This design comes from an exercise in tuning for small area, a short achievable clock period and few clock cycles on the open sky130 flow, not from production work. At most, simulation tests tie the RTL to the original design; equivalence was not proved.

## red
==> module systolic_array, before the edit <==
module systolic_array (
    input  wire         clk,
    input  wire [31:0]  a_word,     
    input  wire [15:0]  b_one,      
    input  wire [15:0]  b_two,      
    input  wire [15:0]  b_neg,      
    input  wire         first,      
    input  wire [31:0]  kc,         
    input  wire [1:0]   row_sel_nx,  
    output wire [183:0] row_out     
);
    wire [22:0] acc_s [0:15];
    wire [22:0] acc_c [0:15];
    genvar r, c;
    generate
        for (r = 0; r < 4; r = r + 1) begin : g_row
            for (c = 0; c < 4; c = c + 1) begin : g_col
                PE pe (
                    .clk      (clk),
                    .a        (a_word[31-8*r -: 8]),
                    .bo       (b_one[15-4*c -: 4]),
                    .bt       (b_two[15-4*c -: 4]),
                    .bn       (b_neg[15-4*c -: 4]),
                    .first_in (first),
                    .kc       (kc[31-8*r -: 8]),
                    .acc_s_out(acc_s[4*r+c]),
                    .acc_c_out(acc_c[4*r+c])
                );
            end
        end
        for (c = 0; c < 4; c = c + 1) begin : g_out
            wire [1:0] row_sel;
            OREG #(.W(2)) sel (.clk(clk), .d(row_sel_nx), .q(row_sel));
            assign row_out[183-46*c -: 46] = {acc_s[4*row_sel+c], acc_c[4*row_sel+c]};
        end
    endgenerate
endmodule
==> flow/config.mk <==
export PLATFORM = sky130hd
export DESIGN_NAME = TPU
export DESIGN_NICKNAME = TPU
export VERILOG_FILES = /design/flow/design.v
export SDC_FILE = /design/flow/constraint.sdc
export NUM_CORES = 4
export LEC_CHECK = 0
export CAP_MARGIN = 20
export CORE_MARGIN = 2
export CORE_UTILIZATION = 60
export CTS_CLUSTER_DIAMETER = 60
export CTS_CLUSTER_SIZE = 30
export PLACE_DENSITY = 0.7
export SLEW_MARGIN = 20
export SYNTH_HIERARCHICAL = 1
==> flow/constraint.sdc <==
create_clock -name core_clock -period 10.0 [get_ports {clk}]
set_input_delay 2.0000 -clock core_clock [delete_from_list [all_inputs] [get_ports {clk}]]
set_output_delay 2.0000 -clock core_clock [all_outputs]
set_load 0.01 [all_outputs]
standard.sh (not shown) runs the stock make flow with config.mk's settings and CLKGATE_MAP_FILE= SYNTH_SCRIPT=/design/flow/synth_recipe.tcl, a recipe that flattens the netlist after the stock synthesis.
==> flow/flow/run.sh <==
#!/bin/bash
# Layout: the standard ORFS flow, with timing repair asked to aim for a
# shorter period than the clock the design is constrained and signed off at,
# and the ports buffered with plain buffers.
set -euo pipefail
bash standard.sh \
    SETUP_SLACK_MARGIN=6.7 \
    "BUFFER_PORTS_ARGS=-buffer_cell sky130_fd_sc_hd__buf_4" \
    finish > standard_flow.log 2>&1
Testbench counts of red, summed over its fixed seeds: cycles 75,978.
Setup changes, red to green
--- a/flow/design.v
+++ b/flow/design.v
@@ -321,7 +321,9 @@
         end
         for (c = 0; c < 4; c = c + 1) begin : g_out
-            wire [1:0] row_sel;
-            OREG #(.W(2)) sel (.clk(clk), .d(row_sel_nx), .q(row_sel));
-            assign row_out[183-46*c -: 46] = {acc_s[4*row_sel+c], acc_c[4*row_sel+c]};
+            wire [1:0] sel_s, sel_c;
+            OREG #(.W(2)) sel_sq (.clk(clk), .d(row_sel_nx), .q(sel_s));
+            OREG #(.W(2)) sel_cq (.clk(clk), .d(row_sel_nx), .q(sel_c));
+            assign row_out[183-46*c -: 23] = acc_s[4*sel_s+c];
+            assign row_out[160-46*c -: 23] = acc_c[4*sel_c+c];
         end
     endgenerate
Findings:
- From red to green the numbers moved as follows: wire length of the first global-routing pass flat, cell count along the critical path +11, global-route usage stayed essentially flat.
- The higher clock tree buffer count of the final layout of green and red is in green.
- In the reports for green and red, the larger non-clock buffer count belongs to green.
- green ends up with a delay of the slowest critical-path stage that is 0.11 ns higher than in red.
- Comparing green and red, data arrival time at the worst-slack endpoint is higher on green.
The RTL of green was laid out without a check of its function.

---

TPU, a different RTL version from the one above (not shown whole).
Size: about 1100 flip-flops, roughly 450 I/O pins.
// TPU
module TPU
#(
    parameter ADDR_BITS = 12
)
(
    input  wire                  clk,
    input  wire                  rst_n,
    input  wire                  in_valid,
    input  wire [7:0]            K,
    input  wire [7:0]            M,
    input  wire [7:0]            N,
    output wire                  busy,
    output wire                  A_wr_en,
    output wire [ADDR_BITS-1:0]  A_index,
    output wire [31:0]           A_data_in,
    input  wire [31:0]           A_data_out,
    output wire                  B_wr_en,
    output wire [ADDR_BITS-1:0]  B_index,
    output wire [31:0]           B_data_in,
    input  wire [31:0]           B_data_out,
    output wire                  C_wr_en,
    output wire [ADDR_BITS-1:0]  C_index,
    output wire [127:0]          C_data_in,
    input  wire [127:0]          C_data_out
);
==> module TPU, before the edit <==
module TPU
#(
    parameter ADDR_BITS = 12
)
(
    input  wire                  clk,
    input  wire                  rst_n,
    input  wire                  in_valid,
    input  wire [7:0]            K,
    input  wire [7:0]            M,
    input  wire [7:0]            N,
    output wire                  busy,
    output wire                  A_wr_en,
    output wire [ADDR_BITS-1:0]  A_index,
    output wire [31:0]           A_data_in,
    input  wire [31:0]           A_data_out,
    output wire                  B_wr_en,
    output wire [ADDR_BITS-1:0]  B_index,
    output wire [31:0]           B_data_in,
    input  wire [31:0]           B_data_out,
    output wire                  C_wr_en,
    output wire [ADDR_BITS-1:0]  C_index,
    output wire [127:0]          C_data_in,
    input  wire [127:0]          C_data_out
);
    assign A_wr_en   = 1'b0;
    assign B_wr_en   = 1'b0;
    assign A_data_in = 32'd0;
    assign B_data_in = 32'd0;
    reg        busy_q;
    reg        issuing;      
    reg [1:0]  gap;          
    reg [7:0]  k_reg, m_reg;
    reg [7:0]  kp1;          
    reg [7:0]  mrem;         
    reg [7:0]  nrem;         
    reg [ADDR_BITS-1:0] a_idx, b_idx, bbase, c_idx;
    reg [31:0] kc;           
    wire start = in_valid & ~busy_q;
    wire issue = busy_q & issuing;
    wire last_k = (kp1 == k_reg);
    wire last_a = (mrem <= 8'd4);
    wire last_b = (nrem <= 8'd4);
    wire fin    = last_k & last_a & last_b;
    wire [1:0] rows_m1 = last_a ? mrem[1:0] - 2'd1 : 2'd3;
    wire first_k = (kp1 == 8'd1);
    reg [ADDR_BITS-1:0] a_nx, b_nx;
    always @(*) begin
        a_nx = a_idx;
        b_nx = b_idx;
        if (start) begin
            a_nx = {ADDR_BITS{1'b0}};
            b_nx = {ADDR_BITS{1'b0}};
        end else if (issue) begin
            if (!last_k || (!fin && !last_a))
                a_nx = a_idx + 1'b1;
            else
                a_nx = {ADDR_BITS{1'b0}};
            if (!last_k || (!fin && last_a))
                b_nx = b_idx + 1'b1;
            else if (!fin)
                b_nx = bbase;
            else
                b_nx = {ADDR_BITS{1'b0}};
        end
    end
    always @(posedge clk or negedge rst_n) begin
        if (!rst_n) begin
            busy_q  <= 1'b0;
            issuing <= 1'b0;
        end else if (start) begin
            busy_q  <= 1'b1;
            issuing <= 1'b1;
        end else begin
            if (C_wr_en_q & c_fin)
                busy_q <= 1'b0;
            if (issue & last_k)
                issuing <= ~fin & (rows_m1 == 2'd0);
            else if (~issue & (gap == 2'd1))
                issuing <= 1'b1;
        end
    end
    always @(posedge clk) begin
        a_idx <= a_nx;
        b_idx <= b_nx;
        if (start) begin
            k_reg <= K;
            m_reg <= M;
            mrem  <= M;
            nrem  <= N;
            kp1   <= 8'd1;
            gap   <= 2'd0;
            bbase <= {ADDR_BITS{1'b0}};
        end else if (issue) begin
            if (!last_k) begin
                kp1 <= kp1 + 8'd1;
            end else begin
                kp1 <= 8'd1;
                gap <= fin ? 2'd0 : rows_m1;
                if (last_a) begin
                    mrem  <= m_reg;
                    nrem  <= nrem - 8'd4;
                    bbase <= b_idx + 1'b1;
                end else begin
                    mrem  <= mrem - 8'd4;
                end
            end
        end else if (gap != 2'd0) begin
            gap <= gap - 2'd1;
        end
    end
    always @(posedge clk) begin
        kc[31:24] <= 8'd0 - k_reg;
        kc[23:16] <= 8'd255 - k_reg;
        kc[15:8]  <= 8'd254 - k_reg;
        kc[7:0]   <= 8'd253 - k_reg;
    end
    reg [31:0] a_word;
    reg [15:0] b_one, b_two, b_neg;
    always @(posedge clk)
        a_word <= issue ? A_data_out : 32'd0;
    genvar c, i, k;
    generate
        for (c = 0; c < 4; c = c + 1) begin : g_benc
            wire [8:0] bb = {B_data_out[31-8*c -: 8], 1'b0};
            for (k = 0; k < 4; k = k + 1) begin : g_dig
                wire hi = bb[2*k+2], mid = bb[2*k+1], lo = bb[2*k];
                always @(posedge clk) begin
                    b_one[15-4*c-3+k] <= mid ^ lo;
                    b_two[15-4*c-3+k] <= (hi & ~mid & ~lo) | (~hi & mid & lo);
                    b_neg[15-4*c-3+k] <= hi;
                end
            end
        end
    endgenerate
    reg       l0, z0;
    reg [1:0] r0;
    always @(posedge clk or negedge rst_n) begin
        if (!rst_n)
            l0 <= 1'b0;
        else
            l0 <= issue & last_k;
    end
    always @(posedge clk) begin
        z0 <= fin;
        r0 <= rows_m1;
    end
    reg        ld;         
    reg [1:0]  ld_row;     
    reg [1:0]  ld_last;    
    reg        ld_fin;     
    reg        c_fin;      
    reg        C_wr_en_q;
    wire [183:0] row_out;
    wire [1:0]   ld_row_nx;
    systolic_array array (
        .clk    (clk),
        .a_word (a_word),
        .b_one  (b_one),
        .b_two  (b_two),
        .b_neg  (b_neg),
        .first  (issue & first_k),
        .kc     (kc),
        .row_sel_nx(ld_row_nx),
        .row_out(row_out)
    );
    always @(posedge clk or negedge rst_n) begin
        if (!rst_n) begin
            ld        <= 1'b0;
            C_wr_en_q <= 1'b0;
        end else begin
            C_wr_en_q <= ld;
            if (l0)
                ld <= 1'b1;
            else if (ld_row == ld_last)
                ld <= 1'b0;
        end
    end
    assign ld_row_nx = l0 ? 2'd0 : ld ? ld_row + 2'd1 : ld_row;
    always @(posedge clk) begin
        c_fin  <= ld & ld_fin & (ld_row == ld_last);
        ld_row <= ld_row_nx;
        if (l0) begin
            ld_last <= r0;
            ld_fin  <= z0;
        end
    end
    wire [ADDR_BITS-1:0] c_nx = start ? {ADDR_BITS{1'b0}} :
                                C_wr_en_q ? c_idx + 1'b1 : c_idx;
    always @(posedge clk)
        c_idx <= c_nx;
    OREG_R o_busy (.clk(clk), .rst_n(rst_n),
                   .d(start | (busy_q & ~(C_wr_en_q & c_fin))), .q(busy));
    OREG_R o_cwe  (.clk(clk), .rst_n(rst_n), .d(ld), .q(C_wr_en));
    OREG #(.W(ADDR_BITS)) o_a (.clk(clk), .d(a_nx), .q(A_index));
    OREG #(.W(ADDR_BITS)) o_b (.clk(clk), .d(b_nx), .q(B_index));
    OREG #(.W(ADDR_BITS)) o_c (.clk(clk), .d(c_nx), .q(C_index));
    generate
        for (c = 0; c < 4; c = c + 1) begin : g_lane
            wire [22:0] sum = row_out[183-46*c -: 23] + row_out[160-46*c -: 23];
            OREG #(.W(23)) o_lo (.clk(clk), .d(sum), .q(C_data_in[127-32*c-9 -: 23]));
            for (i = 0; i < 9; i = i + 1) begin : g_sign
                OREG #(.W(1)) o_s (.clk(clk), .d(sum[22]), .q(C_data_in[127-32*c-i]));
            end
        end
    endgenerate
endmodule
clock: 10.0 ns
lec_check: 0
cap_margin: 20
core_margin: 2
core_utilization: 50
cts_cluster_diameter: 60
cts_cluster_size: 30
slew_margin: 20
synth_hierarchical: 1
Scripts as last shown in full above: flow/flow/run.sh
Then changed:
--- a/flow/design.v
+++ b/flow/design.v
@@ -521,14 +521,18 @@
                    .d(start | (busy_q & ~(C_wr_en_q & c_fin))), .q(busy));
     OREG_R o_cwe  (.clk(clk), .rst_n(rst_n), .d(ld), .q(C_wr_en));
-    OREG #(.W(ADDR_BITS)) o_a (.clk(clk), .d(a_nx), .q(A_index));
-    OREG #(.W(ADDR_BITS)) o_b (.clk(clk), .d(b_nx), .q(B_index));
-    OREG #(.W(ADDR_BITS)) o_c (.clk(clk), .d(c_nx), .q(C_index));
+    assign A_index = a_idx;
+    assign B_index = b_idx;
+    assign C_index = c_idx;
     generate
         for (c = 0; c < 4; c = c + 1) begin : g_lane
             wire [22:0] sum = row_out[183-46*c -: 23] + row_out[160-46*c -: 23];
+            wire [2:0]  sgn;
             OREG #(.W(23)) o_lo (.clk(clk), .d(sum), .q(C_data_in[127-32*c-9 -: 23]));
-            for (i = 0; i < 9; i = i + 1) begin : g_sign
-                OREG #(.W(1)) o_s (.clk(clk), .d(sum[22]), .q(C_data_in[127-32*c-i]));
+            for (i = 0; i < 3; i = i + 1) begin : g_sign
+                OREG #(.W(1)) o_s (.clk(clk), .d(sum[22]), .q(sgn[i]));
             end
+            assign C_data_in[127-32*c -: 9] = {sgn[0], sgn[0], sgn[0],
+                                               sgn[1], sgn[1], sgn[1],
+                                               sgn[2], sgn[2], sgn[2]};
         end
     endgenerate
The new run finished clean.
Die area decreases by 1.2%.
First-iteration DRC count rises by 20%.
Final area is lower by 2.6%.
Via count rose by 0.68%.
Fmax increases by 3.8%.
Core utilization decreases by 0.69 points.
Global-route usage climbs by 0.89 points.
Setup slack is better by 0.13 ns.
Testbench counts after the change, summed over its fixed seeds: cycles 75,978.
The RTL of the first run of this note was laid out without a check of its function.

## what the ideal ports hide
In the flow no input, the clock included, has a driving cell. The finished layouts below were timed again as built, in two steps. Step 1 (the two cells are an assumption about what drives the block):
set clk [get_ports {clk}]
set_driving_cell -lib_cell sky130_fd_sc_hd__clkbuf_16 $clk
set_driving_cell -lib_cell sky130_fd_sc_hd__buf_2 [delete_from_list [all_inputs] $clk]
Step 2, shift: input delay + t, output delay - t, t = (earliest + latest rising clock arrival at the registers) / 2. This alone moves slack from input paths to output paths. a / b / c = ideal ports / drivers / drivers and shift; a / b = the first two.
run	t, ns	setup slack, ns	hold slack, ns	pins driven straight from the clock port
red	0.782	6.707 / 6.627 / 6.283	0.417 / 0.417 / 0.417	1
green	0.784	6.540 / 6.540 / 6.208	0.411 / 0.411 / 0.411	1
the first run of note 2	0.828	6.521 / 6.521 / 6.395	0.408 / 0.408 / 0.408	1
the second run of note 2	0.809	6.647 / 6.567 / 6.256	0.412 / 0.412 / 0.412	1
After both steps setup and hold are still met in every run listed. The setup slack of red, which loses most, moves by -0.080 ns with the drivers and by -0.424 ns with both steps.
